This design comes from an exercise in tuning for small area on the open sky130 flow, not from production work. In this exercise RTL edits were held to simulation tests only and were not proved equivalent to the original. Power figures rest on the tool's default switching activity, not on a simulated workload.

[flow/flow/run.sh]
#!/bin/bash
# Own layout flow: the standard flow (standard.sh) with these changes:
#  - synthesis: the final ABC mapping runs flow/map.abc (deepsyn, then area mapping) with
#    several random seeds and keeps the smallest result, through the abc override in
#    flow/my_synth.tcl, instead of ORFS's speed script;
#  - synthesis: Yosys's adder extraction (ADDER_MAP_FILE) is skipped so ABC optimises that
#    logic too;
#  - placement: the port buffers (one per input and output port, as in the standard flow)
#    use buf_1.
# Registers, their names and cell types are the standard synthesis's.
set -euo pipefail
W=$(pwd)
export MY_ABC_SCRIPT=$W/flow/map.abc
export MY_ABC_SEEDS="1 2 3 4 5 6"
export FLOW_SYNTH_TCL=$W/synth_recipe.tcl
bash standard.sh SYNTH_SCRIPT=$W/flow/my_synth.tcl ADDER_MAP_FILE= \
  "BUFFER_PORTS_ARGS=-buffer_cell sky130_fd_sc_hd__buf_1" finish > $W/flow_make.log 2>&1
[flow/flow/map.abc]
strash
&get -n
&deepsyn -T 30 -S @SEED@
&put
dch
amap
topo
stime -c
[flow/flow/my_synth.tcl]
# Standard synthesis (synth_recipe.tcl) with only the final ABC mapping replaced: ORFS calls abc
# with its speed script and -D set from the SDC; this runs flow/map.abc (deepsyn, then area
# mapping) with -D 20000 (ps) and the same liberty, dont_use and constraint arguments, once per
# seed in MY_ABC_SEEDS, and keeps the result with the smallest cell area.
proc abc {args} {
  set a [list]
  set skip 0
  foreach x $args {
    if {$skip} { set skip 0; continue }
    if {$x eq "-script" || $x eq "-D"} { set skip 1; continue }
    lappend a $x
  }
  set libs [list]
  foreach lib $::env(LIB_FILES) { lappend libs -liberty $lib }
  set template [read [open $::env(MY_ABC_SCRIPT)]]
  yosys design -save pre_abc
  set best ""
  set best_area 0
  foreach seed $::env(MY_ABC_SEEDS) {
    yosys design -load pre_abc
    set f $::env(OBJECTS_DIR)/map_$seed.abc
    set fh [open $f w]
    puts $fh [string map [list @SEED@ $seed] $template]
    close $fh
    yosys abc -script $f -D 20000 {*}$a
    set st [tee -q -s result.string stat {*}$libs]
    regexp {Chip area for module[^:]*:\s*([0-9.]+)} $st -> area
    puts "abc seed $seed: area $area"
    if {$best eq "" || $area < $best_area} {
      set best $seed
      set best_area $area
      yosys design -save abc_best
    }
  }
  puts "abc: keeping seed $best, area $best_area"
  yosys design -load abc_best
}
source $::env(FLOW_SYNTH_TCL)
[flow/standard.sh]
#!/bin/bash
# synth_recipe.tcl (not shown) runs the flow's synth.tcl, then flattens the netlist and writes it again
# the make line also repeats each setting of config.mk as NAME=value (left out here)
make -C /OpenROAD-flow-scripts/flow DESIGN_CONFIG=/design/flow/config.mk WORK_HOME=/design/flow/orfs CLKGATE_MAP_FILE= SYNTH_SCRIPT=/design/flow/synth_recipe.tcl "${@:-finish}"
[flow/config.mk]
export PLATFORM = sky130hd
export DESIGN_NAME = vga_colorbar
export DESIGN_NICKNAME = vga_colorbar
export VERILOG_FILES = /design/flow/design.v
export SDC_FILE = /design/flow/constraint.sdc
export NUM_CORES = 4
export LEC_CHECK = 0
export CAP_MARGIN = 20
export CORE_MARGIN = 2
export CORE_UTILIZATION = 65
export CTS_BUF_LIST = sky130_fd_sc_hd__clkbuf_4
export PLACE_DENSITY = 0.8
export SLEW_MARGIN = 20
[flow/constraint.sdc]
create_clock -name core_clock -period 20.0 [get_ports {sys_clk}]
set_input_delay 4.0000 -clock core_clock [delete_from_list [all_inputs] [get_ports {sys_clk}]]
set_output_delay 4.0000 -clock core_clock [all_outputs]
set_load 0.01 [all_outputs]
[flow/design.v]
`timescale 1ns / 1ns
module pll(
    input wire sys_clk ,
    input wire sys_rst_n ,
    output wire vga_en
);
reg clk_25;
always @(posedge sys_clk or negedge sys_rst_n) begin
    if (!sys_rst_n) begin
        clk_25 <= 0;
    end else begin
        clk_25 <= ~clk_25;
    end
end
assign vga_en = ~clk_25;
endmodule
`timescale 1ns / 1ns
module vga_ctrl(
    input  wire        vga_clk,
    input  wire        vga_en,
    input  wire        sys_rst_n,
    output reg  [6:0]  col,
    output reg  [2:0]  slot,
    output reg  [9:0]  v_counter,
    output wire        hsync,
    output wire        vsync
);
wire col_end  = (col == 7'd114);
wire line_end = (slot == 3'd7) && (col == 7'd94);
always @(posedge vga_clk or negedge sys_rst_n) begin
    if (!sys_rst_n) begin
        col  <= 7'd100;
        slot <= 3'd0;
    end else if (vga_en) begin
        if (line_end) begin
            col  <= 7'd100;
            slot <= 3'd0;
        end else if (col_end) begin
            col  <= 7'd0;
            slot <= slot + 1'd1;
        end else begin
            col  <= col + 1'd1;
        end
    end
end
always @(posedge vga_clk or negedge sys_rst_n) begin
    if (!sys_rst_n) begin
        v_counter <= 10'd50;
    end else if (vga_en && line_end) begin
        if (v_counter == 10'd574) v_counter <= 10'd50;
        else                      v_counter <= v_counter + 1'd1;
    end
end
assign hsync = (slot == 3'd0) || ((slot == 3'd1) && (col < 7'd81));
assign vsync = (v_counter < 10'd52);
endmodule
`timescale 1ns / 1ns
module vga_pic(
    input  wire [6:0] col,
    input  wire [2:0] slot,
    input  wire [9:0] v,
    output wire       draw
);
    wire in_band = (v >= 10'd275) && (v < 10'd365);
    wire [6:0] yrow = v[6:0];
    wire in_box = (col >= 7'd19) && (col < 7'd109);
    wire side = col[6];    
    reg [7:0] fv;
    always @(*) begin
        case (col[4:0])
            5'd0: fv = 8'd26;
            5'd1: fv = 8'd28;
            5'd2: fv = 8'd31;
            5'd3: fv = 8'd34;
            5'd4: fv = 8'd37;
            5'd5: fv = 8'd40;
            5'd6: fv = 8'd42;
            5'd7: fv = 8'd45;
            5'd8: fv = 8'd48;
            5'd9: fv = 8'd51;
            5'd10: fv = 8'd54;
            5'd11: fv = 8'd56;
            5'd12: fv = 8'd59;
            5'd13: fv = 8'd62;
            5'd14: fv = 8'd65;
            5'd15: fv = 8'd68;
            5'd16: fv = 8'd71;
            5'd17: fv = 8'd73;
            5'd18: fv = 8'd76;
            5'd19: fv = 8'd79;
            5'd20: fv = 8'd82;
            5'd21: fv = 8'd85;
            5'd22: fv = 8'd87;
            5'd23: fv = 8'd90;
            5'd24: fv = 8'd93;
            5'd25: fv = 8'd96;
            5'd26: fv = 8'd99;
            5'd27: fv = 8'd101;
            5'd28: fv = 8'd104;
            5'd29: fv = 8'd107;
            5'd30: fv = 8'd110;
            5'd31: fv = 8'd113;
            default: fv = 8'd0;
        endcase
    end
    wire [7:0] z = {1'b0, yrow ^ {7{side}}} + {7'd0, side} + 8'd14;
    wire [7:0] d = z - fv;        
    wire band = (d < 8'd15);
    wire draw_m = (col < 7'd36) || (col >= 7'd92) || band;
    wire draw_u = (col < 7'd34) || (col >= 7'd94) || (yrow >= 7'd94);
    wire s_l = (col < 7'd34);
    wire s_r = (col >= 7'd95);
    wire draw_s =
        ((yrow < 7'd34) && !s_l) ||
        ((yrow >= 7'd34) && (yrow < 7'd57) && s_l) ||
        ((yrow >= 7'd57) && (yrow < 7'd64) && !s_r) ||
        ((yrow >= 7'd64) && (yrow < 7'd72) && !s_l) ||
        ((yrow >= 7'd72) && (yrow < 7'd95) && s_r) ||
        ((yrow >= 7'd95) && !s_r);
    wire draw_t = (yrow < 7'd34) || ((col >= 7'd57) && (col < 7'd72));
    reg letter;
    always @(*) begin
        case (slot)
            3'd3: letter = draw_m;
            3'd4: letter = draw_u;
            3'd5: letter = draw_s;
            3'd6: letter = draw_t;
            default: letter = 1'b0;
        endcase
    end
    assign draw = in_band && in_box && letter;
endmodule
`timescale 1ns / 1ns
module vga_colorbar(
input wire sys_clk ,
input wire sys_rst_n ,
output wire hsync ,
output wire vsync ,
output wire [15:0] rgb
);
 wire vga_en;
 wire [6:0] col;
 wire [2:0] slot;
 wire [9:0] v;
 wire draw;
 pll pll_inst (.sys_clk(sys_clk), .sys_rst_n(sys_rst_n), .vga_en(vga_en));
 vga_ctrl vga_ctrl_inst (
 .vga_clk(sys_clk), .vga_en(vga_en), .sys_rst_n(sys_rst_n),
 .col(col), .slot(slot), .v_counter(v), .hsync(hsync), .vsync(vsync));
 vga_pic vga_pic_inst (.col(col), .slot(slot), .v(v), .draw(draw));
 assign rgb = {16{draw}};
endmodule
==> impl_metrics.json, run 1 <==
{
  "status": "finished clean",
  "synth_nets": 251,
  "netlist_area_um2": 1690,
  "ys_async_sr_fraction_pct": 100,
  "rsz0062_at_grt": "false",
  "fmax_mhz": 123,
  "dr.pass1.iters": 5,
  "setup_viol": 0,
  "drive_gt1_share_pct": 4.67,
  "cts_sinks": 21,
  "root_buffer": "clkbuf_4",
  "routedWlPerCell_um": 13.4,
  "rr_endpoint": "vga_ctrl_inst.v_counter[9]$_DFFE_PN0P_",
  "instances_no_fill": 287,
  "synth_top_flop_cell": "dfrtp_1",
  "hold_viol_final": 0,
  "grt_antenna_before_repair": 0,
  "core.rowCount": 18,
  "report.final.slew_viol_count": 0,
  "die-area_um2": 3020,
  "sw_frac_of_total_pct": 19.8,
  "die_y_um": 54.9,
  "die_width_um": 54.9,
  "synth-seq-cells": 21,
  "peakVddDrop_v": 0.0000367,
  "period_share_pct": 40.8,
  "final_nets": 260,
  "ios": 20,
  "dp_hpwl_um": 2950,
  "ant_nets": 0,
  "core_area_um2": 2480,
  "hold_buffers": 0,
  "worstPathRequired_ns": 16.00,
  "power_leakage_nw": 0.632,
  "drc": 0,
  "reg2regPathDepth": 13,
  "rrSetupSlack_ns": 16.76,
  "cp-start-kind": "flip-flop",
  "worst_pin_slew_ns": 0.666,
  "start_util_pct": 68.1,
  "synth-edff-count": 0,
  "grt_pass1_vias": 1396,
  "synth_cells": 249,
  "drt_wl_total_um": 3840,
  "fin_ws_ns": 11.85,
  "gp_congestion": 1.00,
  "cts_buffer_depth": 2,
  "yosys_warnings": 3,
  "hold_depth": 1,
  "path_clk_slew_ns": 0.11,
  "cts_tree": "yes",
  "gr-total-overflow": 0,
  "powerDensity_nw_per_um2": 37.6,
  "seq_power_share_pct": 66.0,
  "dp_cells": 283,
  "syn_to_final_growth_pct": 1.63,
  "cts_resized": 0,
  "drt-initial-drc-count": 67,
  "r2r-start": "vga_ctrl_inst.col[4]$_DFFE_PN0N_",
  "arrival_ns": 4.15,
  "grt_start_max_net_pins": 22,
  "cts_post_setup_buffers_inserted": 0,
  "intPower_w": 0.0000517,
  "synth_area_per_cell_um2": 6.77,
  "antenna_cells": 0,
  "cts.htree.levels": 1,
  "clock_latency_ns": 0.30,
  "synth.distinct_cells": 29,
  "worstSetupPathType": "flip-flop to output port",
  "crit_end": "rgb[9]",
  "max_cap_viol_count": 0,
  "clock_skew_ns": 0.00591,
  "grt_pass1_wl_um": 6200,
  "final_area_um2": 1710,
  "viasPerCell": 6.13,
  "hold_class": "flip-flop to flip-flop",
  "port_buffers": 19,
  "p_sw_w": 0.0000127,
  "grt_usage_pct": 28.3,
  "vias": 1760,
  "dp_slack_ns": 12.28,
  "p_comb_share_pct": 1.3,
  "placement.cell_area_um2": 1680,
  "relSlewSlack_pct": 55.2,
  "cp-startpoint": "vga_ctrl_inst.col[2]$_DFFE_PN1N_",
  "cp_max_fo": 16,
  "clockPowerShare_pct": 32.8,
  "totalNegativeSetupSlack_ns": 0,
  "cp-end-kind": "output port",
  "cts_buffers": 3,
  "ys_seq_area_share_pct": 31.6,
  "timing.final.crit_period_ns": 8.15
}
[metrics by stage]
step	hold slack, ns	utilization [%]	power (W)
after floorplan	0.458	-	0.0000433
after global placement	0.475	67.9	0.0000441
after detailed placement	0.485	67.9	0.0000441
after CTS	0.510	69.1	0.0000655
after global routing	0.538	69.2	0.0000669
final	0.512	69.2	0.0000645
[layer usage]
metal | GRT usage (%) | part of all wire [%] | vias to the layer above
li1 | - | - | 887
met1 | 42.6 | 47 | 774
met2 | 42.5 | 43 | 88
met3 | 3.49 | 8.2 | 11
met4 | 8.54 | 1.8 | 0
met5 | 0 | 0 | -
[critical path: stages (launching register included)]
cell and delay, ns:
dfstp_2 0.60, clkinv_1 0.16, nor2_1 0.18, clkinv_1 0.18
o21ai_0 0.20, a21oi_1 0.08, o221ai_1 0.24, nor2_1 0.09
a21oi_1 0.32, nor2_1 0.08, a21oi_1 0.16, nor2_1 0.06
a21oi_1 0.16, a31oi_1 0.07, or2_0 0.23, o221ai_1 0.21
a31oi_1 0.11, nor2_1 0.12, a21oi_1 0.05, nor3b_1 0.18
buf_4 0.21, buf_1 0.17
[layout by cell type, fill, tap and decap left out, drive strengths merged, types with 3 or more instances in the layout]
master  count
buf        19
o22ai       5
nor4        4
nor3       16
dfrtp      15
nand3       6
dfstp       6
nand4       4
or2         4
a221oi      3
nand2      17
a21oi      25
a31oi       4
nor2       57
o21ai      15
clkbuf      5
a211oi      4
o221ai      3
clkinv     31
[cells by family (layout without fill, tap and decap cells)]
kind of cell / after synthesis / in the layout / synth area share, %
DFF: 21 / 21 / 31.6
buffers and inverters: 47 / 55 / 14.0
AOI/OAI and AO/OA: 70 / 70 / 25.7
and+or+nand+nor: 111 / 111 / 28.6
[final cells by class]
cell class,instances,area (µm²)
fillers,215,763
multi-input cells,181,917
inverters,31,116
well taps,30,37.5
flip-flops and latches,21,533
repair buffers,20,80.1
clock buffers,4,30.0
[synthesized netlist by cell type (3+ instances only)]
| master | n | share of area, % |
|---|---|---|
| a211oi_1 | 4 | 1.8 |
| a21oi_1 | 25 | 7.4 |
| a221oi_1 | 3 | 1.6 |
| a31oi_1 | 4 | 1.5 |
| buf_4 | 16 | 7.1 |
| clkinv_1 | 31 | 6.9 |
| dfrtp_1 | 15 | 22 |
| dfstp_2 | 6 | 9.3 |
| nand2_1 | 17 | 3.8 |
| nand3_1 | 6 | 1.8 |
| nand4_1 | 4 | 1.5 |
| nor2_1 | 57 | 13 |
| nor3_1 | 16 | 4.7 |
| nor4_1 | 4 | 1.5 |
| o21ai_0 | 15 | 4.5 |
| o221ai_1 | 3 | 1.6 |
| o22ai_1 | 5 | 1.9 |
| or2_0 | 4 | 1.5 |
[power groups by stage]
stage,logic [W],clock network [W],registers (W)
floorplan,0.000000000419,0,0.0000433
global route,0.00000104,0.0000234,0.0000425
finish,0.000000821,0.0000211,0.0000425
global placement,0.000000854,0,0.0000433
detailed placement,0.000000847,0,0.0000433
CTS,0.000000847,0.0000221,0.0000425
[worst min path at each step]
stage | start | end | slack, ns
after floorplan | pll_inst.clk_25$_DFF_PN0_ | pll_inst.clk_25$_DFF_PN0_ | 0.46
after global placement | pll_inst.clk_25$_DFF_PN0_ | pll_inst.clk_25$_DFF_PN0_ | 0.48
after detailed placement | pll_inst.clk_25$_DFF_PN0_ | pll_inst.clk_25$_DFF_PN0_ | 0.48
after CTS | pll_inst.clk_25$_DFF_PN0_ | pll_inst.clk_25$_DFF_PN0_ | 0.51
after global routing | pll_inst.clk_25$_DFF_PN0_ | pll_inst.clk_25$_DFF_PN0_ | 0.54
final | pll_inst.clk_25$_DFF_PN0_ | pll_inst.clk_25$_DFF_PN0_ | 0.51
[sequential cells by signal, indices dropped and copies added, names as in the netlist]
signal / cells
vga_ctrl_inst.v_counter: 10
pll_inst.clk_25: 1
vga_ctrl_inst.slot: 3
vga_ctrl_inst.col: 7
==> inputs of run 2 (changes only) <==
--- a/flow/config.mk
+++ b/flow/config.mk
@@ -8,6 +8,6 @@
 export CAP_MARGIN = 20
 export CORE_MARGIN = 2
 export CORE_UTILIZATION = 65
-export CTS_BUF_LIST = sky130_fd_sc_hd__clkbuf_4
+export CTS_BUF_LIST = sky130_fd_sc_hd__clkbuf_8
 export PLACE_DENSITY = 0.8
 export SLEW_MARGIN = 20
==> run 2 against run 1 <==
Against the previous run: fmax rose by 0.39%; core utilization rose by 0.61 points; clock skew fell by 0.0020 ns; routed wire length rose by 0.70%; first-iteration DRC count fell by 13%; largest power group unchanged; sequential share of layout area fell by 0.27 points; via count rose by 0.28%; die area did not move; global-route usage fell by 0.23 points; sequential power barely moved; worst setup slack improved by 0.031 ns; sequential cell count did not move; still clean on timing, DRC and antenna.
==> impl_metrics.json, run 2 <==
{
  "status": "finished clean",
  "grt_pass1_wl_um": 6180,
  "synth_most_common_cell": "nor2_1",
  "setup_viol": 0,
  "relSlewSlack_pct": 55.4,
  "grt_antenna_before_repair": 0,
  "die-area_um2": 3020,
  "synth_nets": 251,
  "synthMuxAreaShare_pct": 0,
  "hold_buffers": 0,
  "core.rowCount": 18,
  "ios": 20,
  "grt_usage_pct": 28.1,
  "layout.cells.most_common_list": "nor2_1 (57), clkinv_1 (31), a21oi_1 (25)",
  "power_w": 0.0000702,
  "fmax_mhz": 123,
  "rr_endpoint": "vga_ctrl_inst.v_counter[9]$_DFFE_PN0P_",
  "p_sw_w": 0.0000139,
  "cts_resized": 0,
  "cts_buffer_depth": 2,
  "synthAdderAreaFrac_pct": 0,
  "worst_pin_slew_ns": 0.663,
  "viasPerCell": 6.15,
  "period_share_pct": 40.6,
  "synth_cells": 249,
  "antenna_cells": 0,
  "max_cap_viol_count": 0,
  "synth_top_area_share_pct": 22.3,
  "cp_max_fo": 16,
  "ys_async_sr_fraction_pct": 100,
  "powerDensity_nw_per_um2": 40.6,
  "rrSetupSlack_ns": 16.77,
  "synthSimpleGateAreaFrac_pct": 28.6,
  "worstPathRequired_ns": 16.00,
  "crit_end": "rgb[9]",
  "reg_top3": "vga_ctrl_inst.v_counter: 10 flops, vga_ctrl_inst.col: 7 flops, vga_ctrl_inst.slot: 3 flops",
  "ant_nets": 0,
  "cts_sinks": 21,
  "synth-edff-count": 0,
  "drt-initial-drc-count": 58,
  "cts.htree.levels": 1,
  "intPower_w": 0.0000562,
  "start_util_pct": 68.1,
  "synth.distinct_cells": 29,
  "peakVddDrop_v": 0.0000443,
  "yosys_warnings": 3,
  "root_buffer": "clkbuf_8",
  "drt_wl_total_um": 3860,
  "hold_viol_final": 0,
  "cts_post_setup_buffers_inserted": 0,
  "clock_latency_ns": 0.26,
  "synth_top_cell_by_area": "dfrtp_1",
  "die_width_um": 54.9,
  "netlist_top_cells_area": "dfrtp_1 (22%), nor2_1 (13%), dfstp_2 (9.3%)",
  "synth-seq-cells": 21,
  "synth_top_family_by_area": "simple AND/OR/NAND/NOR gates",
  "dp_hpwl_um": 2950,
  "cts_tree": "yes",
  "rsz0062_at_grt": "false",
  "gp_congestion": 1.00,
  "r2r-start": "vga_ctrl_inst.col[4]$_DFFE_PN0N_",
  "netlist_area_um2": 1690,
  "synth_commonest_cells": "nor2_1 (57), clkinv_1 (31), a21oi_1 (25), nand2_1 (17)",
  "cp-start-kind": "flip-flop",
  "syn_to_final_growth_pct": 2.52,
  "cp-end-kind": "output port",
  "die_y_um": 54.9,
  "sw_frac_of_total_pct": 19.8,
  "clockPowerShare_pct": 38.2,
  "final_nets": 260,
  "layout_commonest_cell": "nor2_1",
  "dr.pass1.iters": 5,
  "report.final.slew_viol_count": 0,
  "synth_area_per_cell_um2": 6.77,
  "grt_pass1_vias": 1390,
  "timing.final.crit_period_ns": 8.12,
  "reg2regPathDepth": 13,
  "hold_class": "flip-flop to flip-flop",
  "totalNegativeSetupSlack_ns": 0,
  "drive_gt1_share_pct": 4.28,
  "largest_reg_flops": 10,
  "path_clk_slew_ns": 0.07,
  "cts_buffers": 3,
  "cp-startpoint": "vga_ctrl_inst.col[2]$_DFFE_PN1N_",
  "ys_seq_area_share_pct": 31.6,
  "largest_register": "vga_ctrl_inst.v_counter",
  "drc": 0,
  "power_leakage_nw": 0.640,
  "port_buffers": 19,
  "synth-compound-area-share_pct": 25.7,
  "routedWlPerCell_um": 13.5,
  "worstSetupPathType": "flip-flop to output port",
  "core_area_um2": 2480,
  "vias": 1765,
  "gr-total-overflow": 0,
  "arrival_ns": 4.12,
  "grt_start_max_net_pins": 22,
  "p_comb_share_pct": 1.2,
  "seq_power_share_pct": 60.6,
  "synth_xor_area_share_pct": 0,
  "clock_skew_ns": 0.00394,
  "synth_top_flop_cell": "dfrtp_1"
}
==> run 2: cell count changes in the layout (fill, tap and decap cells not counted), sizes merged <==
| cell | previous run | this run |
|---|---|---|
| inv | 0 | 1 |
| clkbuf | 5 | 4 |
==> run 2: worst max-delay path, stage by stage, from the launching register on <==
cell and delay [ns]:
dfstp_2 0.58, clkinv_1 0.16, nor2_1 0.19, clkinv_1 0.19, o21ai_0 0.21, a21oi_1 0.08, o221ai_1 0.24, nor2_1 0.09
a21oi_1 0.31, nor2_1 0.08, a21oi_1 0.16, nor2_1 0.07, a21oi_1 0.15, a31oi_1 0.07, or2_0 0.23, o221ai_1 0.20
a31oi_1 0.11, nor2_1 0.11, a21oi_1 0.05, nor3b_1 0.18, buf_4 0.21, buf_1 0.17
==> run 2: layout make-up <==
class / instances / area (µm²)
Clock buffer: 3 / 41.3
Clock inverter: 1 / 3.75
Fill cell: 212 / 748
Inverter: 31 / 116
Multi-Input combinational cell: 181 / 917
Sequential cell: 21 / 533
Tap cell: 30 / 37.5
Timing Repair Buffer: 20 / 80.1
==> run 2: how the worst min path moves through the flow <==
stage	slack (ns)	cells past startpoint	endpoint	startpoint
after floorplan	0.46	1	pll_inst.clk_25$_DFF_PN0_	pll_inst.clk_25$_DFF_PN0_
after global placement	0.48	1	pll_inst.clk_25$_DFF_PN0_	pll_inst.clk_25$_DFF_PN0_
after detailed placement	0.48	1	pll_inst.clk_25$_DFF_PN0_	pll_inst.clk_25$_DFF_PN0_
after CTS	0.50	1	pll_inst.clk_25$_DFF_PN0_	pll_inst.clk_25$_DFF_PN0_
after global routing	0.53	1	pll_inst.clk_25$_DFF_PN0_	pll_inst.clk_25$_DFF_PN0_
final	0.50	1	pll_inst.clk_25$_DFF_PN0_	pll_inst.clk_25$_DFF_PN0_
==> run 2: logic make-up (layout without fill, tap and decap cells) <==
logic type,Yosys count,in the layout
simple gates,111,111
compound gates,70,70
buf+inv,47,55
flops,21,21
==> run 2: power groups by stage <==
| stage | combinational [W] | clock [W] | sequential [W] |
|---|---|---|---|
| after detailed placement | 0.000000847 | 0 | 0.0000433 |
| after global routing | 0.00000104 | 0.0000286 | 0.0000425 |
| after global placement | 0.000000854 | 0 | 0.0000433 |
| after CTS | 0.000000847 | 0.0000275 | 0.0000425 |
| after floorplan | 0.000000000419 | 0 | 0.0000433 |
| final | 0.000000827 | 0.0000268 | 0.0000425 |
==> run 2: routing by layer <==
metal / up-vias / global-route usage, % / part of all wire (%)
li1: 886 / - / -
met1: 783 / 42.4 / 48
met2: 89 / 42.5 / 43
met3: 7 / 3.49 / 7.9
met4: 0 / 7.32 / 1.2
met5: - / 0 / 0
==> run 2: through the flow <==
stage / util (%) / instance area [µm²] / worst slack [ns] / hold slack [ns] / std cells
finish: 69.8 / 1730 / 11.88 / 0.497 / 287
detailed placement: 67.9 / 1680 / 12.28 / 0.485 / 283
global placement: 67.9 / 1680 / 12.28 / 0.475 / 283
floorplan: - / 1690 / 12.00 / 0.458 / 249
CTS: 69.7 / 1730 / 11.98 / 0.501 / 287
global route: 69.8 / 1730 / 11.37 / 0.527 / 287
==> inputs of run 3 (changes only) <==
--- a/flow/config.mk
+++ b/flow/config.mk
@@ -7,7 +7,7 @@
 export LEC_CHECK = 0
 export CAP_MARGIN = 20
 export CORE_MARGIN = 2
-export CORE_UTILIZATION = 65
+export CORE_UTILIZATION = 40
 export CTS_BUF_LIST = sky130_fd_sc_hd__clkbuf_8
-export PLACE_DENSITY = 0.8
+export PLACE_DENSITY = 0.6
 export SLEW_MARGIN = 20
==> run 3 against run 2 <==
Against the previous run: combinational power grew 18%; worst hold slack worse by 0.0064 ns; sequential cell count did not move; die area rose by 57%; cell area up 1.9%; fmax is 0.48% lower; final cell count increased by 7.3%; clock power is 7% higher; sequential share of layout area decreased by 0.57 points; global-route usage shrank 8.7 points; largest power group unchanged.
==> impl_metrics.json, run 3 <==
{
  "status": "finished clean",
  "yosys_warnings": 3,
  "final_nets": 261,
  "ant_nets": 0,
  "min_from": "pll_inst.clk_25$_DFF_PN0_",
  "synth_top_cell_by_area": "dfrtp_1",
  "port_buffers": 19,
  "fill_cells": 437,
  "cts_buffer_depth": 2,
  "cts_buffers": 3,
  "multi_input_area_um2": 917,
  "worstSetupPathType": "flip-flop to output port",
  "grt_pass1_vias": 1490,
  "dr.pass1.iters": 5,
  "grt_usage_pct": 19.4,
  "synth_area_per_cell_um2": 6.77,
  "clock_skew_ns": 0.0107,
  "hold_class": "flip-flop to flip-flop",
  "drt-met1-wl_um": 2010,
  "drt_wl_total_um": 4030,
  "fmax_mhz": 123,
  "grt_start_max_net_pins": 22,
  "hold-worst-slack_ns": 0.490,
  "ys_seq_area_share_pct": 31.6,
  "report.final.slew_viol_count": 0,
  "vias": 1734,
  "synth_cells": 249,
  "synth-seq-cells": 21,
  "fin_ws_ns": 11.84,
  "reg_top3": "vga_ctrl_inst.v_counter: 10 flops, vga_ctrl_inst.col: 7 flops, vga_ctrl_inst.slot: 3 flops",
  "r2r-start": "vga_ctrl_inst.col[4]$_DFFE_PN0N_",
  "gr-total-overflow": 0,
  "root_buffer": "clkbuf_8",
  "cts_resized": 0,
  "ios": 20,
  "core.rowCount": 23,
  "cp-start-kind": "flip-flop",
  "period_share_pct": 40.8,
  "layout_commonest_cell": "nor2_1",
  "viasPerCell": 5.63,
  "routedWlPerCell_um": 13.1,
  "synth_commonest_cells": "nor2_1 (57), clkinv_1 (31), a21oi_1 (25), nand2_1 (17)",
  "start_util_pct": 41.9,
  "max_cap_viol_count": 0,
  "layout.cells.most_common_list": "nor2_1 (57), clkinv_1 (31), a21oi_1 (25)",
  "die_width_um": 68.9,
  "cts_post_setup_buffers_inserted": 0,
  "clock_latency_ns": 0.27,
  "synth.distinct_cells": 29,
  "synth-edff-count": 0,
  "wl_met2_um": 1680,
  "hold_buffers": 0,
  "drc": 0,
  "routed.top_layer": "met4",
  "post-route-util_pct": 43.7,
  "cp-end-kind": "output port",
  "cts.htree.levels": 1,
  "antenna_cells": 0,
  "peakVddDrop_v": 0.0000287,
  "die_y_um": 68.9,
  "cts_tree": "yes",
  "rsz0062_at_grt": "false",
  "setup_viol": 0,
  "die-area_um2": 4750,
  "syn_to_final_growth_pct": 4.45,
  "ys_async_sr_fraction_pct": 100,
  "cts_sinks": 21,
  "synth_nets": 251,
  "cp-startpoint": "vga_ctrl_inst.col[2]$_DFFE_PN1N_",
  "synth_top_flop_cell": "dfrtp_1",
  "power_leakage_nw": 0.641,
  "grt_pass1_wl_um": 6980,
  "core_area_um2": 4030,
  "path_clk_slew_ns": 0.07,
  "drive_gt1_share_pct": 4.65,
  "dp_slack_ns": 12.19,
  "power_w": 0.0000722,
  "dp_hpwl_um": 3130,
  "cp_max_fo": 16,
  "gp_congestion": 0.886,
  "largest_register": "vga_ctrl_inst.v_counter",
  "totalNegativeSetupSlack_ns": 0,
  "arrival_ns": 4.16,
  "synth_top_area_share_pct": 22.3,
  "seq_area_um2": 533,
  "grt_antenna_before_repair": 0,
  "worst_pin_slew_ns": 0.688,
  "relSlewSlack_pct": 53.7,
  "netlist_top_cells_area": "dfrtp_1 (22%), nor2_1 (13%), dfstp_2 (9.3%)",
  "hold_viol_final": 0,
  "wl_met3_um": 264,
  "worstPathRequired_ns": 16.00,
  "netlist_area_um2": 1690,
  "drt-initial-drc-count": 93,
  "powerDensity_nw_per_um2": 41.0,
  "timing.final.crit_period_ns": 8.16,
  "largest_reg_flops": 10,
  "synth_most_common_cell": "nor2_1"
}
-- run 3: cell counts after synthesis --
Identical to the previous run, type by type.
-- run 3: final cells by class --
class | instances | share of cell area (%)
tap | 50 | 3.55
timing repair buffer | 21 | 4.90
inverter | 31 | 6.61
clock buffer | 3 | 2.34
multi-input combinational | 181 | 52.1
sequential | 21 | 30.3
clock inverter | 1 | 0.284
-- run 3: path summary, 6_finish.rpt --
path | endpoint | slack [ns] | cells past startpoint
setup / recovery | rgb[1] | 11.84 | 21
hold / removal | pll_inst.clk_25$_DFF_PN0_ | 0.49 | 1
setup reg to reg | vga_ctrl_inst.v_counter[9]$_DFFE_PN0P_ | 16.76 | 13
hold reg to reg | pll_inst.clk_25$_DFF_PN0_ | 0.49 | 1
max in group asynchronous | vga_ctrl_inst.col[6]$_DFFE_PN1N_ | 16.04 | 2
min in group asynchronous | vga_ctrl_inst.slot[2]$_DFFE_PN0P_ | 3.68 | 2
-- run 3: cells by family (layout without fill, tap and decap cells) --
group / Yosys count / after routing / synth area share [%]
simple gates: 111 / 111 / 28.6
buf+inv: 47 / 56 / 14.0
compound gates: 70 / 70 / 25.7
flops: 21 / 21 / 31.6
-- run 3: worst max-delay path, cell delays in order, from the launching register on --
cell and delay [ns]:
dfstp_2 0.58, clkinv_1 0.18, nor2_1 0.21, clkinv_1 0.17, o21ai_0 0.19, a21oi_1 0.07
o221ai_1 0.24, nor2_1 0.08, a21oi_1 0.30, nor2_1 0.07, a21oi_1 0.17, nor2_1 0.06
a21oi_1 0.14, a31oi_1 0.07, or2_0 0.24, o221ai_1 0.20, a31oi_1 0.11, nor2_1 0.12
a21oi_1 0.05, nor3b_1 0.25, buf_4 0.23, buf_1 0.16
-- run 3: where the power goes --
group            total [W]  internal [W]  switching (W)
logic          0.000000977   0.000000175    0.000000802
registers        0.0000425     0.0000425              0
clock network    0.0000287     0.0000139      0.0000148
-- run 3: routing by layer --
metal  vias up  GRT usage [%]
met5         -              0
met4         0           6.86
met3        10           1.95
met2        74           27.9
met1       760           29.7
li1        890              -
-- run 3: per-stage QoR --
step | cell area, µm² | instances
2_1_floorplan | 1690 | 249
3_3_place_gp | 1720 | 304
3_5_place_dp | 1720 | 304
4_1_cts | 1760 | 308
5_1_grt | 1760 | 308
6_report | 1760 | 308
==> inputs of run 4 (changes only) <==
--- a/flow/design.v
+++ b/flow/design.v
@@ -19,36 +19,40 @@
     input  wire        vga_clk,
     input  wire        vga_en,
     input  wire        sys_rst_n,
-    output reg  [6:0]  col,
+    output wire [6:0]  col,
     output reg  [2:0]  slot,
-    output reg  [9:0]  v_counter,
+    output wire [9:0]  v_counter,
     output wire        hsync,
     output wire        vsync
 );
+reg [6:0] col_x;
+reg [9:0] v_x;
+assign col = col_x ^ 7'd100;
+assign v_counter = v_x ^ 10'd50;
 wire col_end  = (col == 7'd114);
 wire line_end = (slot == 3'd7) && (col == 7'd94);
 always @(posedge vga_clk or negedge sys_rst_n) begin
     if (!sys_rst_n) begin
-        col  <= 7'd100;
-        slot <= 3'd0;
+        col_x <= 7'd0;
+        slot  <= 3'd0;
     end else if (vga_en) begin
         if (line_end) begin
-            col  <= 7'd100;
-            slot <= 3'd0;
+            col_x <= 7'd0;
+            slot  <= 3'd0;
         end else if (col_end) begin
-            col  <= 7'd0;
-            slot <= slot + 1'd1;
+            col_x <= 7'd100;
+            slot  <= slot + 1'd1;
         end else begin
-            col  <= col + 1'd1;
+            col_x <= (col + 1'd1) ^ 7'd100;
         end
     end
 end
 always @(posedge vga_clk or negedge sys_rst_n) begin
     if (!sys_rst_n) begin
-        v_counter <= 10'd50;
+        v_x <= 10'd0;
     end else if (vga_en && line_end) begin
-        if (v_counter == 10'd574) v_counter <= 10'd50;
-        else                      v_counter <= v_counter + 1'd1;
+        if (v_counter == 10'd574) v_x <= 10'd0;
+        else                      v_x <= (v_counter + 1'd1) ^ 10'd50;
     end
 end
 assign hsync = (slot == 3'd0) || ((slot == 3'd1) && (col < 7'd81));
==> flow/flow/run.sh (replaced) <==
#!/bin/bash
# Own layout flow: the standard flow (standard.sh) with these changes:
#  - synthesis: the final ABC mapping runs flow/map.abc (chains of deepsyn runs, then area
#    mapping) for each seed chain in MY_ABC_SEEDS and keeps the smallest result, through the
#    abc override in flow/my_synth.tcl, instead of ORFS's speed script;
#  - synthesis: Yosys's adder extraction (ADDER_MAP_FILE) is skipped so ABC optimises that
#    logic too;
#  - placement: the port buffers (one per input and output port, as in the standard flow)
#    use buf_1.
# Registers, their names and cell types are the standard synthesis's. The make output goes to
# flow_make.log; each ORFS step's log is under orfs/logs/.
set -euo pipefail
W=$(pwd)
export MY_ABC_SCRIPT=$W/flow/map.abc
export MY_ABC_TIME=15
export MY_ABC_SEEDS="1,21,41,61 2,22,42,62 3,23,43,63 4,24,44,64 5,25,45,65 6,26,46,66 7,27,47,67 8,28,48,68"
export FLOW_SYNTH_TCL=$W/synth_recipe.tcl
bash standard.sh SYNTH_SCRIPT=$W/flow/my_synth.tcl ADDER_MAP_FILE= \
  "BUFFER_PORTS_ARGS=-buffer_cell sky130_fd_sc_hd__buf_1" finish > $W/flow_make.log 2>&1
==> flow/flow/map.abc (replaced) <==
strash
&get -n
@CHAIN@&put
dch
amap
topo
stime -c
==> flow/flow/my_synth.tcl (replaced) <==
# Standard synthesis (synth_recipe.tcl) with only the final ABC mapping replaced. ORFS calls abc
# with its speed script and -D set from the SDC; instead this runs flow/map.abc (deepsyn, then
# area mapping) with -D 20000 (ps) and the same liberty, dont_use and constraint arguments.
# MY_ABC_SEEDS lists the runs, each a comma-separated chain of deepsyn seeds (each deepsyn
# starts from the previous one's result); every run starts from the same logic, and the run
# with the smallest cell area is kept.
proc abc {args} {
  set a [list]
  set skip 0
  foreach x $args {
    if {$skip} { set skip 0; continue }
    if {$x eq "-script" || $x eq "-D"} { set skip 1; continue }
    lappend a $x
  }
  set libs [list]
  foreach lib $::env(LIB_FILES) { lappend libs -liberty $lib }
  set fh [open $::env(MY_ABC_SCRIPT)]
  set template [read $fh]
  close $fh
  yosys design -save pre_abc
  set best ""
  set best_area 0
  set n 0
  foreach run $::env(MY_ABC_SEEDS) {
    incr n
    set chain ""
    foreach seed [split $run ","] {
      append chain "&deepsyn -T $::env(MY_ABC_TIME) -S $seed\n"
    }
    yosys design -load pre_abc
    set f $::env(OBJECTS_DIR)/map_$n.abc
    set fh [open $f w]
    puts $fh [string map [list @CHAIN@ $chain] $template]
    close $fh
    yosys abc -script $f -D 20000 {*}$a
    set st [tee -q -s result.string stat {*}$libs]
    regexp {Chip area for module[^:]*:\s*([0-9.]+)} $st -> area
    puts "abc run $n (seeds $run): area $area"
    if {$best eq "" || $area < $best_area} {
      set best $n
      set best_area $area
      yosys design -save abc_best
    }
  }
  puts "abc: keeping run $best, area $best_area"
  yosys design -load abc_best
}
source $::env(FLOW_SYNTH_TCL)
--- a/flow/config.mk
+++ b/flow/config.mk
@@ -8,6 +8,6 @@
 export CAP_MARGIN = 20
 export CORE_MARGIN = 2
 export CORE_UTILIZATION = 40
-export CTS_BUF_LIST = sky130_fd_sc_hd__clkbuf_8
-export PLACE_DENSITY = 0.6
+export CTS_BUF_LIST = sky130_fd_sc_hd__clkbuf_4
+export PLACE_DENSITY = 0.85
 export SLEW_MARGIN = 20
==> run 4 against run 3 <==
Against the previous run: sequential share of layout area down 0.13 points; first-iteration DRC count up 100%; total power down 8.7%; cell area down 0.99%; clock power down 22%; sequential cell count unchanged; worst setup slack worse by 0.92 ns; area after synthesis down 1.0%; final cell count down 1.3%; fmax down 10%; core utilization down 0.12 points; critical path type unchanged; critical endpoint is now rgb[4]; largest cell class unchanged; highest routed layer unchanged.
==> impl_metrics.json, run 4 <==
{
  "cp_max_fo": 16,
  "seq_area_um2": 526,
  "multi_input_area_um2": 931,
  "drt_wl_total_um": 3910,
  "largest_register": "vga_ctrl_inst.v_x",
  "routedWlPerCell_um": 12.9,
  "r2r-start": "vga_ctrl_inst.col_x[1]$_DFFE_PN0N_",
  "vias": 1744,
  "worstPathRequired_ns": 16.00,
  "fill_cells": 398,
  "ios": 20,
  "grt_pass1_vias": 1591,
  "gp_congestion": 0.970,
  "synth_nets": 248,
  "die-area_um2": 4710,
  "syn_to_final_growth_pct": 4.50,
  "cp-start-kind": "flip-flop",
  "synth_area_per_cell_um2": 6.78,
  "grt_usage_pct": 18.8,
  "max_cap_viol_count": 0,
  "post-route-util_pct": 43.6,
  "worst_pin_slew_ns": 0.869,
  "report.final.slew_viol_count": 0,
  "synth_commonest_cells": "nor2_1 (56), clkinv_1 (29), nand2_1 (27), dfrtp_1 (21), o21ai_0 (20)",
  "clock_latency_ns": 0.31,
  "power_leakage_nw": 0.646,
  "rr_endpoint": "vga_ctrl_inst.v_x[9]$_DFFE_PN0P_",
  "start_util_pct": 41.7,
  "final_nets": 257,
  "synth_top_flop_cell": "dfrtp_1",
  "fmax_mhz": 110,
  "synth_top_area_share_pct": 31.5,
  "synth_top_family_by_area": "simple AND/OR/NAND/NOR gates",
  "gr-total-overflow": 0,
  "cts.htree.levels": 1,
  "core.rowCount": 23,
  "largest_reg_flops": 10,
  "grt_antenna_before_repair": 0,
  "viasPerCell": 5.74,
  "drive_gt1_share_pct": 2.36,
  "layout.cells.most_common_list": "nor2_1 (56), clkinv_1 (29), nand2_1 (27)",
  "met2_usage_pct": 30.4,
  "port_buffers": 19,
  "netlist_top_cells_area": "dfrtp_1 (31%), nor2_1 (13%), buf_4 (7.2%)",
  "cts_tree": "yes",
  "hold_class": "flip-flop to flip-flop",
  "synth-seq-cells": 21,
  "cp-startpoint": "vga_ctrl_inst.col_x[3]$_DFFE_PN0N_",
  "totalNegativeSetupSlack_ns": 0,
  "ys_seq_area_share_pct": 31.5,
  "die_width_um": 68.6,
  "synth_top_cell_by_area": "dfrtp_1",
  "synth_xor_area_share_pct": 0,
  "period_share_pct": 45.4,
  "powerDensity_nw_per_um2": 37.8,
  "grt_use_met3_pct": 5.19,
  "root_buffer": "clkbuf_4",
  "ys_async_sr_fraction_pct": 100,
  "antenna_cells": 0,
  "cts_post_setup_buffers_inserted": 0,
  "clock_skew_ns": 0.0132,
  "grt_pass1_wl_um": 6800,
  "grt.busiest_layer": "met2",
  "yosys_warnings": 3,
  "hold_buffers": 0,
  "reg2regPathDepth": 14,
  "rsz0062_at_grt": "false",
  "relSlewSlack_pct": 40.6,
  "synth-edff-count": 0,
  "synthMuxAreaShare_pct": 0,
  "arrival_ns": 5.08,
  "dr.pass1.iters": 5,
  "status": "finished clean",
  "min_from": "pll_inst.clk_25$_DFF_PN0_",
  "layout_commonest_cell": "nor2_1",
  "worstSetupPathType": "flip-flop to output port",
  "timing.final.crit_period_ns": 9.08,
  "setup_viol": 0,
  "die_y_um": 68.6,
  "cts_sinks": 21,
  "cts_resized": 0,
  "core_area_um2": 4000,
  "synthAdderAreaFrac_pct": 0,
  "reg_top3": "vga_ctrl_inst.v_x: 10 flops, vga_ctrl_inst.col_x: 7 flops, vga_ctrl_inst.slot: 3 flops",
  "path_clk_slew_ns": 0.12,
  "synthSimpleGateAreaFrac_pct": 27.6,
  "drc": 0,
  "grt_start_max_net_pins": 17,
  "cts_buffer_depth": 2,
  "synth_cells": 246,
  "cts_buffers": 3,
  "synth.distinct_cells": 33,
  "rrSetupSlack_ns": 17.06,
  "dp_hpwl_um": 3080,
  "min_to": "vga_ctrl_inst.col_x[0]$_DFFE_PN0N_",
  "drt-initial-drc-count": 189,
  "peakVddDrop_v": 0.0000186,
  "ant_nets": 0,
  "use_met1_pct": 24.3,
  "netlist_area_um2": 1670,
  "hold_viol_final": 0,
  "hold_depth": 1,
  "cp-end-kind": "output port",
  "synth_most_common_cell": "nor2_1",
  "synth-compound-area-share_pct": 27.2
}
run 4: cell count changes after synthesis, moves of 4 or more:
cell and delta:
nor3_1 -7, dfstp_2 -6, or2_0 -4, nand2_1 +10, dfrtp_1 +6, a21oi_1 -9, nand3_1 -4, o21ai_0 +5
run 4: routing by layer:
metal	routed length, µm	up-vias	share of wire (%)
met5	0	-	0
met4	49	0	1.3
met3	326	9	8.3
met2	1850	69	47
met1	1690	784	43
li1	-	882	-
run 4: kinds of logic after synthesis:
group | after synthesis
AO/OA/AOI/OAI | 72
buffers and inverters | 45
flip-flops | 21
AND/OR/NAND/NOR | 108
run 4: final cells by class:
cell class                 count  area share [%]
clock buffer                   4            1.72
inverter                      29            6.24
multi-input combinational    180            53.4
sequential                    21            30.1
tap                           50            3.59
timing repair buffer          20            4.95
run 4: worst max-delay path: stages (launching register included):
cell	delay, ns
dfrtp_1	0.50
clkinv_1	0.30
nand2_1	0.23
nor2_1	0.09
o32ai_1	0.53
nor2_1	0.12
a2111oi_1	0.63
nor2_1	0.13
a21oi_1	0.17
o21ai_0	0.14
a221oi_1	0.30
nand2_1	0.08
o21ai_0	0.11
o21bai_1	0.14
nand2_1	0.06
nand2b_1	0.13
nor4bb_1	0.12
nor4_1	0.20
nor2_1	0.12
nor4_4	0.46
buf_1	0.22
run 4: worst max-delay path by stage:
stage	end	slack (ns)	cells past startpoint
CTS	rgb[4]	10.47	22
global placement	rgb[5]	11.15	22
detailed placement	rgb[4]	10.85	22
finish	rgb[4]	10.92	20
global route	rgb[2]	10.13	22
floorplan	rgb[0]	10.99	22
run 4: metrics by stage:
stage	instance area [µm²]	cells	worst slack, ns	power, W	hold slack, ns
after floorplan	1670	246	10.99	0.0000433	0.448
after global placement	1690	299	11.15	0.0000442	0.476
after detailed placement	1700	300	10.85	0.0000445	0.498
after CTS	1730	304	10.47	0.0000669	0.514
after global routing	1740	304	10.13	0.0000687	0.527
final	1740	304	10.92	0.0000659	0.511
run 4: where the power goes:
part / internal (W) / switching [W] / total, W
clock network: 0.00000916 / 0.0000131 / 0.0000223
registers: 0.0000424 / 0 / 0.0000424
logic: 0.000000309 / 0.000000866 / 0.00000117
==> inputs of run 5 (changes only) <==
--- a/flow/config.mk
+++ b/flow/config.mk
@@ -8,6 +8,6 @@
 export CAP_MARGIN = 20
 export CORE_MARGIN = 2
 export CORE_UTILIZATION = 40
-export CTS_BUF_LIST = sky130_fd_sc_hd__clkbuf_4
-export PLACE_DENSITY = 0.85
+export CTS_BUF_LIST = sky130_fd_sc_hd__clkbuf_8
+export PLACE_DENSITY = 0.6
 export SLEW_MARGIN = 20
==> run 5 against run 4 <==
Against the previous run: still clean; final cell count unchanged; via count is 3.0% lower; clock skew down 0.010 ns; clock power is 28% higher; area after synthesis unchanged; largest cell class unchanged.
==> impl_metrics.json, run 5 <==
{
  "ios": 20,
  "gp_congestion": 0.873,
  "rrSetupSlack_ns": 17.05,
  "synth-edff-count": 0,
  "root_buffer": "clkbuf_8",
  "vias": 1691,
  "cp-start-kind": "flip-flop",
  "grt_pass1_vias": 1545,
  "cts_buffers": 3,
  "dp_cells": 300,
  "crit_top_cell": "nor2_1",
  "synth_top_cell_by_area": "dfrtp_1",
  "die-area_um2": 4710,
  "cp_max_fo": 16,
  "synth_area_per_cell_um2": 6.78,
  "arrival_ns": 5.16,
  "intPower_w": 0.0000563,
  "slowest_delay_ns": 0.78,
  "path_clk_slew_ns": 0.08,
  "dr.pass1.iters": 4,
  "grt_usage_pct": 19.4,
  "drc": 0,
  "report.final.slew_viol_count": 0,
  "ys_seq_area_share_pct": 31.5,
  "sw_frac_of_total_pct": 21.8,
  "slowest_stage": "a2111oi_0",
  "r2r-start": "vga_ctrl_inst.col_x[1]$_DFFE_PN0N_",
  "clock_skew_ns": 0.00274,
  "reg2regPathDepth": 14,
  "die_y_um": 68.6,
  "largest_reg_flops": 10,
  "path_delay_family": "compound AO/OA/AOI/OAI gates",
  "core_area_um2": 4000,
  "grt_start_max_net_pins": 22,
  "final_nets": 257,
  "dp_slack_ns": 10.93,
  "min_from": "pll_inst.clk_25$_DFF_PN0_",
  "cts.htree.levels": 1,
  "synth_top_flop_cell": "dfrtp_1",
  "drt-initial-drc-count": 211,
  "hold_buffers": 0,
  "fin_ws_ns": 10.84,
  "powerDensity_nw_per_um2": 41.2,
  "drt_wl_total_um": 4040,
  "netlist_top_cells_area": "dfrtp_1 (31%), nor2_1 (13%), buf_4 (7.2%)",
  "ant_nets": 0,
  "worstPathRequired_ns": 16.00,
  "synth_commonest_cells": "nor2_1 (56), clkinv_1 (29), nand2_1 (27), dfrtp_1 (21), o21ai_0 (20)",
  "layout.cells.most_common_list": "nor2_1 (56), clkinv_1 (29), nand2_1 (27)",
  "power_leakage_nw": 0.652,
  "routedWlPerCell_um": 13.3,
  "instances_no_fill": 304,
  "hold_class": "flip-flop to flip-flop",
  "cts_sinks": 21,
  "crit_chain": "clkinv_1, nand2_1, nor2_1, o32ai_1, nor2_1, a2111oi_0, nor2_1, a21oi_1, o21ai_0, a221oi_1, nand2_1, o21ai_0, o21bai_1, nand2_1, nand2b_1, nor4bb_1, nor4_1, nor2_1, nor4_4, buf_1",
  "cp-end-kind": "output port",
  "ys_async_sr_fraction_pct": 100,
  "worstSetupPathType": "flip-flop to output port",
  "max_cap_viol_count": 0,
  "setup_viol": 0,
  "reg_top3": "vga_ctrl_inst.v_x: 10 flops, vga_ctrl_inst.col_x: 7 flops, vga_ctrl_inst.slot: 3 flops",
  "synth_most_common_cell": "nor2_1",
  "antenna_cells": 0,
  "hold_viol_final": 0,
  "largest_register": "vga_ctrl_inst.v_x",
  "start_util_pct": 41.7,
  "synth-seq-cells": 21,
  "synth.distinct_cells": 33,
  "rr_endpoint": "vga_ctrl_inst.v_x[9]$_DFFE_PN0P_",
  "clock_latency_ns": 0.27,
  "relSlewSlack_pct": 32.5,
  "p_sw_w": 0.0000157,
  "timing.final.crit_period_ns": 9.16,
  "cts_post_setup_buffers_inserted": 0,
  "dp_hpwl_um": 3200,
  "cts_tree": "yes",
  "seq_power_share_pct": 58.9,
  "drive_gt1_share_pct": 1.97,
  "min_to": "vga_ctrl_inst.col_x[0]$_DFFE_PN0N_",
  "grt_antenna_before_repair": 0,
  "netlist_area_um2": 1670,
  "synth_cells": 246,
  "crit_buf_inv": 2,
  "p_comb_share_pct": 1.4,
  "rsz0062_at_grt": "false",
  "totalNegativeSetupSlack_ns": 0,
  "gr-total-overflow": 0,
  "port_buffers": 19,
  "peakVddDrop_v": 0.0000237,
  "cts_resized": 0,
  "fill_cells": 411,
  "post-route-util_pct": 43.8,
  "yosys_warnings": 3,
  "worst_pin_slew_ns": 0.987,
  "fmax_mhz": 109,
  "syn_to_final_growth_pct": 4.87,
  "status": "finished clean",
  "period_share_pct": 45.8,
  "grt_pass1_wl_um": 6920,
  "die_width_um": 68.6,
  "cts_buffer_depth": 2,
  "core.rowCount": 23,
  "layout_commonest_cell": "nor2_1",
  "synth_nets": 248,
  "viasPerCell": 5.56,
  "clockPowerShare_pct": 39.7,
  "synth_top_area_share_pct": 31.5,
  "hold_depth": 1
}
[run 5: per-layer routing]
layer,vias to the layer above,GRT usage [%],share of wire [%]
li1,879,-,-
met1,760,24.5,45
met2,46,33.7,49
met3,6,3.41,3.8
met4,0,5.50,1.2
met5,-,0,0
[run 5: worst max-delay path by stage]
| stage | start | endpoint | slack (ns) | cells after the start |
|---|---|---|---|---|
| global placement | vga_ctrl_inst.col_x[4]$_DFFE_PN0N_ | rgb[11] | 11.04 | 22 |
| global route | vga_ctrl_inst.col_x[4]$_DFFE_PN0N_ | rgb[4] | 9.94 | 22 |
| detailed placement | vga_ctrl_inst.col_x[3]$_DFFE_PN0N_ | rgb[12] | 10.93 | 20 |
| floorplan | vga_ctrl_inst.col_x[4]$_DFFE_PN0N_ | rgb[0] | 10.99 | 22 |
| finish | vga_ctrl_inst.col_x[3]$_DFFE_PN0N_ | rgb[12] | 10.84 | 20 |
| CTS | vga_ctrl_inst.col_x[3]$_DFFE_PN0N_ | rgb[12] | 10.62 | 20 |
[run 5: area by class of cell]
type | count | area, µm² | area share, %
tap | 50 | 62.6 | 3.57
clock buffer | 3 | 41.3 | 2.36
clock inverter | 1 | 3.75 | 0.214
multi-input combinational | 180 | 930 | 53.1
inverter | 29 | 109 | 6.22
timing repair buffer | 20 | 78.8 | 4.50
sequential | 21 | 526 | 30.0
[run 5: per-stage QoR]
stage	total power, W	hold slack [ns]	area, µm²
3_5_place_dp	0.0000444	0.476	1700
4_1_cts	0.0000728	0.494	1740
5_1_grt	0.0000749	0.534	1750
2_1_floorplan	0.0000433	0.448	1670
6_report	0.0000720	0.486	1750
3_3_place_gp	0.0000444	0.480	1700
[run 5: logic make-up after synthesis]
logic type             share of synthesized area [%]
AO/OA/AOI/OAI                                   27.2
flip-flops                                      31.5
buffers and inverters                           13.7
AND/OR/NAND/NOR                                 27.6
[run 5: power groups by stage]
stage / combinational, W / clock, W / sequential [W]
2_1_floorplan: 0.000000000427 / 0 / 0.0000433
3_3_place_gp: 0.00000112 / 0 / 0.0000433
3_5_place_dp: 0.00000113 / 0 / 0.0000433
4_1_cts: 0.00000113 / 0.0000293 / 0.0000424
5_1_grt: 0.00000127 / 0.0000312 / 0.0000424
6_report: 0.00000103 / 0.0000286 / 0.0000424
[run 5: worst reg2reg max path, cell delays in order (launching register included)]
cell	delay [ns]
dfrtp_1	0.50
clkinv_1	0.17
nor2_1	0.21
nand2_1	0.11
or4_1	0.51
nor2_1	0.20
nand2_1	0.13
nor2_1	0.19
nand2_1	0.13
nor2_1	0.17
nand2_1	0.11
nor2_1	0.17
nor2_1	0.06
a21oi_1	0.12
nor2_1	0.06
==> inputs of run 6 (changes only) <==
--- a/flow/config.mk
+++ b/flow/config.mk
@@ -5,9 +5,9 @@
 export SDC_FILE = /design/flow/constraint.sdc
 export NUM_CORES = 4
 export LEC_CHECK = 0
-export CAP_MARGIN = 20
+export CAP_MARGIN = 0
 export CORE_MARGIN = 2
 export CORE_UTILIZATION = 40
 export CTS_BUF_LIST = sky130_fd_sc_hd__clkbuf_8
 export PLACE_DENSITY = 0.6
-export SLEW_MARGIN = 20
+export SLEW_MARGIN = 0
==> run 6 against run 5 <==
Against the previous run: still clean on timing, DRC and antenna; register-to-register slack about the same; total power unchanged; first-iteration DRC count unchanged; combinational power about the same; sequential power about the same; largest power group unchanged; highest routed layer unchanged.
==> impl_metrics.json, run 6 <==
{
  "hold_buffers": 0,
  "setup_viol": 0,
  "worstPathRequired_ns": 16.00,
  "die-area_um2": 4710,
  "fmax_mhz": 106,
  "powerDensity_nw_per_um2": 41.4,
  "core_area_um2": 4000,
  "antenna_cells": 0,
  "viasPerCell": 5.56,
  "path_clk_slew_ns": 0.08,
  "gp_congestion": 0.873,
  "drive_gt1_share_pct": 1.97,
  "drt_wl_total_um": 4040,
  "synth_nets": 248,
  "cts_resized": 0,
  "cts_post_setup_buffers_inserted": 0,
  "reg_top3": "vga_ctrl_inst.v_x: 10 flops, vga_ctrl_inst.col_x: 7 flops, vga_ctrl_inst.slot: 3 flops",
  "grt_antenna_before_repair": 0,
  "relSlewSlack_pct": 32.5,
  "synth_top_area_share_pct": 31.5,
  "hold_viol_final": 0,
  "peakVddDrop_v": 0.0000237,
  "cts_tree": "yes",
  "ys_async_sr_fraction_pct": 100,
  "cp-end-kind": "output port",
  "synth_area_per_cell_um2": 6.78,
  "cts_sinks": 21,
  "vias": 1691,
  "status": "finished clean",
  "clock_skew_ns": 0.00274,
  "worst_pin_slew_ns": 0.987,
  "die_width_um": 68.6,
  "drc": 0,
  "routedWlPerCell_um": 13.3,
  "totalNegativeSetupSlack_ns": 0,
  "die_y_um": 68.6,
  "clock_latency_ns": 0.27,
  "timing.final.crit_period_ns": 9.40,
  "report.final.slew_viol_count": 0,
  "largest_register": "vga_ctrl_inst.v_x",
  "cts_buffer_depth": 2,
  "cp_max_fo": 16,
  "grt_pass1_wl_um": 6920,
  "synth_cells": 246,
  "cts.htree.levels": 1,
  "cts_buffers": 3,
  "synth.distinct_cells": 33,
  "max_cap_viol_count": 0,
  "netlist_top_cells_area": "dfrtp_1 (31%), nor2_1 (13%), buf_4 (7.2%)",
  "power_leakage_nw": 0.652,
  "ios": 20,
  "netlist_area_um2": 1670,
  "synth-seq-cells": 21,
  "synth-edff-count": 0,
  "port_buffers": 19,
  "dr.pass1.iters": 4,
  "dp_hpwl_um": 3200,
  "final_area_um2": 1740,
  "final_nets": 257,
  "ant_nets": 0,
  "layout.cells.most_common_list": "nor2_1 (56), clkinv_1 (29), nand2_1 (27)",
  "syn_to_final_growth_pct": 4.35,
  "core.rowCount": 23,
  "root_buffer": "clkbuf_8",
  "gr-total-overflow": 0,
  "start_util_pct": 41.7,
  "period_share_pct": 47.0,
  "yosys_warnings": 3,
  "arrival_ns": 5.40,
  "synth_most_common_cell": "nor2_1",
  "layout_commonest_cell": "nor2_1",
  "synth_top_flop_cell": "dfrtp_1",
  "cp-start-kind": "flip-flop",
  "worstSetupPathType": "flip-flop to output port",
  "grt_pass1_vias": 1545,
  "drt-initial-drc-count": 211,
  "rsz0062_at_grt": "false",
  "grt_start_max_net_pins": 22,
  "ys_seq_area_share_pct": 31.5,
  "placement.cell_area_um2": 1700,
  "grt_usage_pct": 19.4,
  "synth_commonest_cells": "nor2_1 (56), clkinv_1 (29), nand2_1 (27), dfrtp_1 (21), o21ai_0 (20)",
  "largest_reg_flops": 10,
  "hold_class": "flip-flop to flip-flop",
  "synth_top_cell_by_area": "dfrtp_1"
}
## run 6: changes by cell type in the layout (fill, tap and decap cells not counted)
cell    delta
nor4_4     -1
nor4_2     +1
## run 6: routing by layer
metal / vias to the layer above / share of wire (%) / GRT usage, %
met5: - / 0 / 0
met4: 0 / 1.2 / 5.50
met3: 6 / 3.8 / 3.41
met2: 46 / 49 / 33.7
met1: 760 / 45 / 24.5
li1: 879 / - / -
## run 6: cells by family after synthesis
| logic type | after synthesis | synth area share [%] |
|---|---|---|
| compound gates | 72 | 27.2 |
| buf+inv | 45 | 13.7 |
| flops | 21 | 31.5 |
| simple gates | 108 | 27.6 |
## run 6: worst paths after layout
path,slack [ns],startpoint,cells after the start,endpoint
max in group asynchronous,16.09,sys_rst_n,2,vga_ctrl_inst.col_x[6]$_DFFE_PN0N_
setup reg to reg,17.05,vga_ctrl_inst.col_x[1]$_DFFE_PN0N_,14,vga_ctrl_inst.v_x[9]$_DFFE_PN0P_
min in group asynchronous,3.69,sys_rst_n,2,pll_inst.clk_25$_DFF_PN0_
setup / recovery,10.60,vga_ctrl_inst.col_x[3]$_DFFE_PN0N_,20,rgb[12]
hold reg to reg,0.49,pll_inst.clk_25$_DFF_PN0_,1,vga_ctrl_inst.col_x[0]$_DFFE_PN0N_
hold / removal,0.49,pll_inst.clk_25$_DFF_PN0_,1,vga_ctrl_inst.col_x[0]$_DFFE_PN0N_
## run 6: layout make-up
class	instances	area, µm²
clock buffer	3	41.3
tap	50	62.6
sequential	21	526
multi-input combinational	180	921
clock inverter	1	3.75
inverter	29	109
fill	413	2260
timing repair buffer	20	78.8
## run 6: critical path: stages (launching register included)
cell,delay [ns]
dfrtp_1,0.49
clkinv_1,0.31
nand2_1,0.23
nor2_1,0.09
o32ai_1,0.54
nor2_1,0.11
a2111oi_0,0.78
nor2_1,0.13
a21oi_1,0.18
o21ai_0,0.14
a221oi_1,0.30
nand2_1,0.08
o21ai_0,0.10
o21bai_1,0.13
nand2_1,0.05
nand2b_1,0.14
nor4bb_1,0.12
nor4_1,0.19
nor2_1,0.09
nor4_2,0.71
buf_1,0.23
## run 6: per-stage QoR
stage | hold WS (ns) | total power (W) | utilization (%) | instances | setup slack [ns]
after floorplan | 0.448 | 0.0000433 | - | 246 | 10.99
after global placement | 0.480 | 0.0000444 | 42.4 | 300 | 11.04
after CTS | 0.494 | 0.0000728 | 43.5 | 304 | 10.62
final | 0.486 | 0.0000720 | 43.5 | 304 | 10.60
after global routing | 0.534 | 0.0000749 | 43.5 | 304 | 9.61
after detailed placement | 0.476 | 0.0000444 | 42.4 | 300 | 10.93
## run 6: where the power goes
group | switching [W] | internal (W)
sequential | 0 | 0.0000424
clock | 0.0000149 | 0.0000137
combinational | 0.000000851 | 0.000000175
==> inputs of run 7 (changes only) <==
--- a/flow/flow/run.sh
+++ b/flow/flow/run.sh
@@ -13,7 +13,7 @@
 W=$(pwd)
 export MY_ABC_SCRIPT=$W/flow/map.abc
 export MY_ABC_TIME=15
-export MY_ABC_SEEDS="1,21,41,61 2,22,42,62 3,23,43,63 4,24,44,64 5,25,45,65 6,26,46,66 7,27,47,67 8,28,48,68"
+export MY_ABC_SEEDS="1,21,41,61 2,22,42,62 3,23,43,63 4,24,44,64 5,25,45,65 6,26,46,66 7,27,47,67 8,28,48,68 9,29,49,69 10,30,50,70 11,31,51,71 12,32,52,72 13,33,53,73 14,34,54,74 15,35,55,75 16,36,56,76"
 export FLOW_SYNTH_TCL=$W/synth_recipe.tcl
 bash standard.sh SYNTH_SCRIPT=$W/flow/my_synth.tcl ADDER_MAP_FILE= \
   "BUFFER_PORTS_ARGS=-buffer_cell sky130_fd_sc_hd__buf_1" finish > $W/flow_make.log 2>&1
==> run 7 against run 6 <==
Against the previous run: core utilization down 0.25 points; largest cell class unchanged; worst hold slack better by 0.00087 ns; combinational power down 5%; area after synthesis down 0.67%; sequential share of layout area up 0.17 points.
==> impl_metrics.json, run 7 <==
{
  "status": "finished clean",
  "instances_no_fill": 300,
  "clock_latency_ns": 0.26,
  "seq_area_um2": 526,
  "gr-total-overflow": 0,
  "viasPerCell": 5.63,
  "dp_hpwl_um": 3100,
  "synth_most_common_cell": "nor2_1",
  "path_clk_slew_ns": 0.08,
  "timing.final.crit_period_ns": 8.41,
  "layout.cells.most_common_list": "nor2_1 (53), clkinv_1 (33), o21ai_0 (25)",
  "die_width_um": 68.4,
  "grt_pass1_wl_um": 6570,
  "antenna_cells": 0,
  "die_y_um": 68.4,
  "ant_nets": 0,
  "cts_buffer_depth": 2,
  "cts_tree": "yes",
  "worstPathRequired_ns": 16.00,
  "grt_pass1_vias": 1443,
  "period_share_pct": 42.0,
  "port_buffers": 19,
  "drt-initial-drc-count": 95,
  "final_nets": 253,
  "routedWlPerCell_um": 13.1,
  "rrSetupSlack_ns": 16.03,
  "r2r-start": "vga_ctrl_inst.col_x[2]$_DFFE_PN0N_",
  "fmax_mhz": 119,
  "rr_endpoint": "vga_ctrl_inst.v_x[9]$_DFFE_PN0P_",
  "grt_usage_pct": 18.4,
  "hold_depth": 1,
  "cts.htree.levels": 1,
  "cp-end-kind": "output port",
  "grt_start_max_net_pins": 22,
  "clock_skew_ns": 0.00507,
  "report.final.slew_viol_count": 0,
  "netlist_area_um2": 1660,
  "synth_cells": 242,
  "root_buffer": "clkbuf_8",
  "vias": 1688,
  "min_to": "pll_inst.clk_25$_DFF_PN0_",
  "peakVddDrop_v": 0.0000316,
  "netlist_top_cells_area": "dfrtp_1 (32%), nor2_1 (12%), o21ai_0 (7.5%)",
  "cp-start-kind": "flip-flop",
  "synth_nets": 244,
  "drt_wl_total_um": 3940,
  "multi_input_area_um2": 895,
  "gp_congestion": 0.830,
  "drive_gt1_share_pct": 2.40,
  "synth_top_area_share_pct": 31.7,
  "fill_cells": 421,
  "reg_top3": "vga_ctrl_inst.v_x: 10 flops, vga_ctrl_inst.col_x: 7 flops, vga_ctrl_inst.slot: 3 flops",
  "powerDensity_nw_per_um2": 41.5,
  "reg2regPathDepth": 18,
  "cts_post_setup_buffers_inserted": 0,
  "arrival_ns": 4.41,
  "largest_reg_flops": 10,
  "power_leakage_nw": 0.651,
  "hold_viol_final": 0,
  "cp_max_fo": 16,
  "hold_buffers": 0,
  "dp_cells": 296,
  "max_cap_viol_count": 0,
  "ys_async_sr_fraction_pct": 100,
  "min_from": "pll_inst.clk_25$_DFF_PN0_",
  "ys_seq_area_share_pct": 31.7,
  "die-area_um2": 4680,
  "largest_register": "vga_ctrl_inst.v_x",
  "synth_area_per_cell_um2": 6.85,
  "ios": 20,
  "core_area_um2": 4000,
  "cts_resized": 0,
  "setup_viol": 0,
  "totalNegativeSetupSlack_ns": 0,
  "syn_to_final_growth_pct": 4.45,
  "worstSetupPathType": "flip-flop to output port",
  "synth_top_flop_cell": "dfrtp_1",
  "layout_commonest_cell": "nor2_1",
  "cts_sinks": 21,
  "drc": 0,
  "dr.pass1.iters": 4,
  "yosys_warnings": 3,
  "relSlewSlack_pct": 31.0,
  "synth_top_cell_by_area": "dfrtp_1",
  "hold-worst-slack_ns": 0.487,
  "grt_antenna_before_repair": 0,
  "cts_buffers": 3,
  "start_util_pct": 41.4,
  "rsz0062_at_grt": "false",
  "synth-edff-count": 0,
  "synth.distinct_cells": 32,
  "synth_commonest_cells": "nor2_1 (53), clkinv_1 (33), o21ai_0 (25), dfrtp_1 (21), a21oi_1 (18)",
  "synth-seq-cells": 21,
  "hold_class": "flip-flop to flip-flop",
  "worst_pin_slew_ns": 1.03,
  "core.rowCount": 23
}
==> run 7: cell types whose count changed after synthesis, sizes merged, moves of 2 or more <==
cell,previous run,this run
a21oi,16,18
a31oi,4,2
clkinv,29,33
o21ai,20,25
or4,2,0
a2111oi,2,0
o22ai,7,11
nand2,27,14
nor2,56,53
==> run 7: worst max-delay path by stage <==
stage                                             from       to  slack (ns)  depth (start not counted)
floorplan           vga_ctrl_inst.col_x[4]$_DFFE_PN0N_   rgb[0]       11.74                         19
global placement    vga_ctrl_inst.col_x[4]$_DFFE_PN0N_  rgb[11]       12.03                         19
detailed placement  vga_ctrl_inst.col_x[4]$_DFFE_PN0N_  rgb[11]       11.84                         19
CTS                 vga_ctrl_inst.col_x[4]$_DFFE_PN0N_  rgb[11]       11.55                         19
global route        vga_ctrl_inst.col_x[4]$_DFFE_PN0N_  rgb[15]       10.85                         19
finish              vga_ctrl_inst.col_x[4]$_DFFE_PN0N_  rgb[11]       11.59                         19
==> run 7: worst max-delay path, stage by stage, from the launching register on <==
cell      delay [ns]
dfrtp_1         0.49
clkinv_1        0.21
nor2_1          0.08
nor2_1          0.17
clkinv_1        0.13
o32a_1          0.40
nor2_1          0.10
o22ai_1         0.09
o21ai_0         0.30
clkinv_1        0.14
a22oi_1         0.20
o22ai_1         0.13
o21a_1          0.11
o21ai_0         0.12
o311ai_0        0.16
nand3_1         0.12
and3_1          0.15
nor2_1          0.05
nor4_2          0.78
buf_1           0.22
==> run 7: cell type report <==
class                      instances  share of cell area, %
multi-input combinational        172                   51.7
sequential                        21                   30.3
inverter                          33                   7.15
timing repair buffer              20                   4.55
tap                               50                   3.61
clock buffer                       3                   2.38
clock inverter                     1                  0.289
==> run 7: logic make-up (layout without fill, tap and decap cells) <==
logic type,Yosys count,in the layout,share of synthesized area [%]
flip-flops,21,21,31.7
AND/OR/NAND/NOR,93,93,24.2
buffers and inverters,49,57,14.7
AO/OA/AOI/OAI,79,79,29.4
==> run 7: routing by layer <==
metal / wire (µm) / part of all wire (%) / global-route usage (%) / up-vias
li1: - / - / - / 883
met1: 2030 / 52 / 27.4 / 744
met2: 1630 / 41 / 26.6 / 52
met3: 205 / 5.2 / 3.13 / 9
met4: 68 / 1.7 / 6.25 / 0
met5: 0 / 0 / 0 / -
==> run 7: per-stage QoR <==
stage                     area (µm²)  setup slack (ns)  total power, W  utilization, %
after global placement          1690             12.03       0.0000443            42.1
after detailed placement        1690             11.84       0.0000443            42.1
after CTS                       1730             11.55       0.0000720            43.3
after global routing            1730             10.85       0.0000746            43.3
after floorplan                 1660             11.74       0.0000433               -
final                           1730             11.59       0.0000719            43.3
==> run 7: where the power goes <==
group,switching [W],leakage [nW],internal [W],total (W)
clock,0.0000146,0.0255,0.0000139,0.0000285
combinational,0.000000798,0.368,0.000000175,0.000000974
sequential,0,0.257,0.0000424,0.0000424
total,0.0000154,0.651,0.0000565,0.0000719

Re-timed with assumed drivers on the ports (clkbuf_16 on the clock, buf_2 on other inputs), run 7 has 11.567 ns of setup slack against 11.593 ns with ideal ports, and 11.854 ns once port delays also move by the mid clock arrival of 0.287 ns.
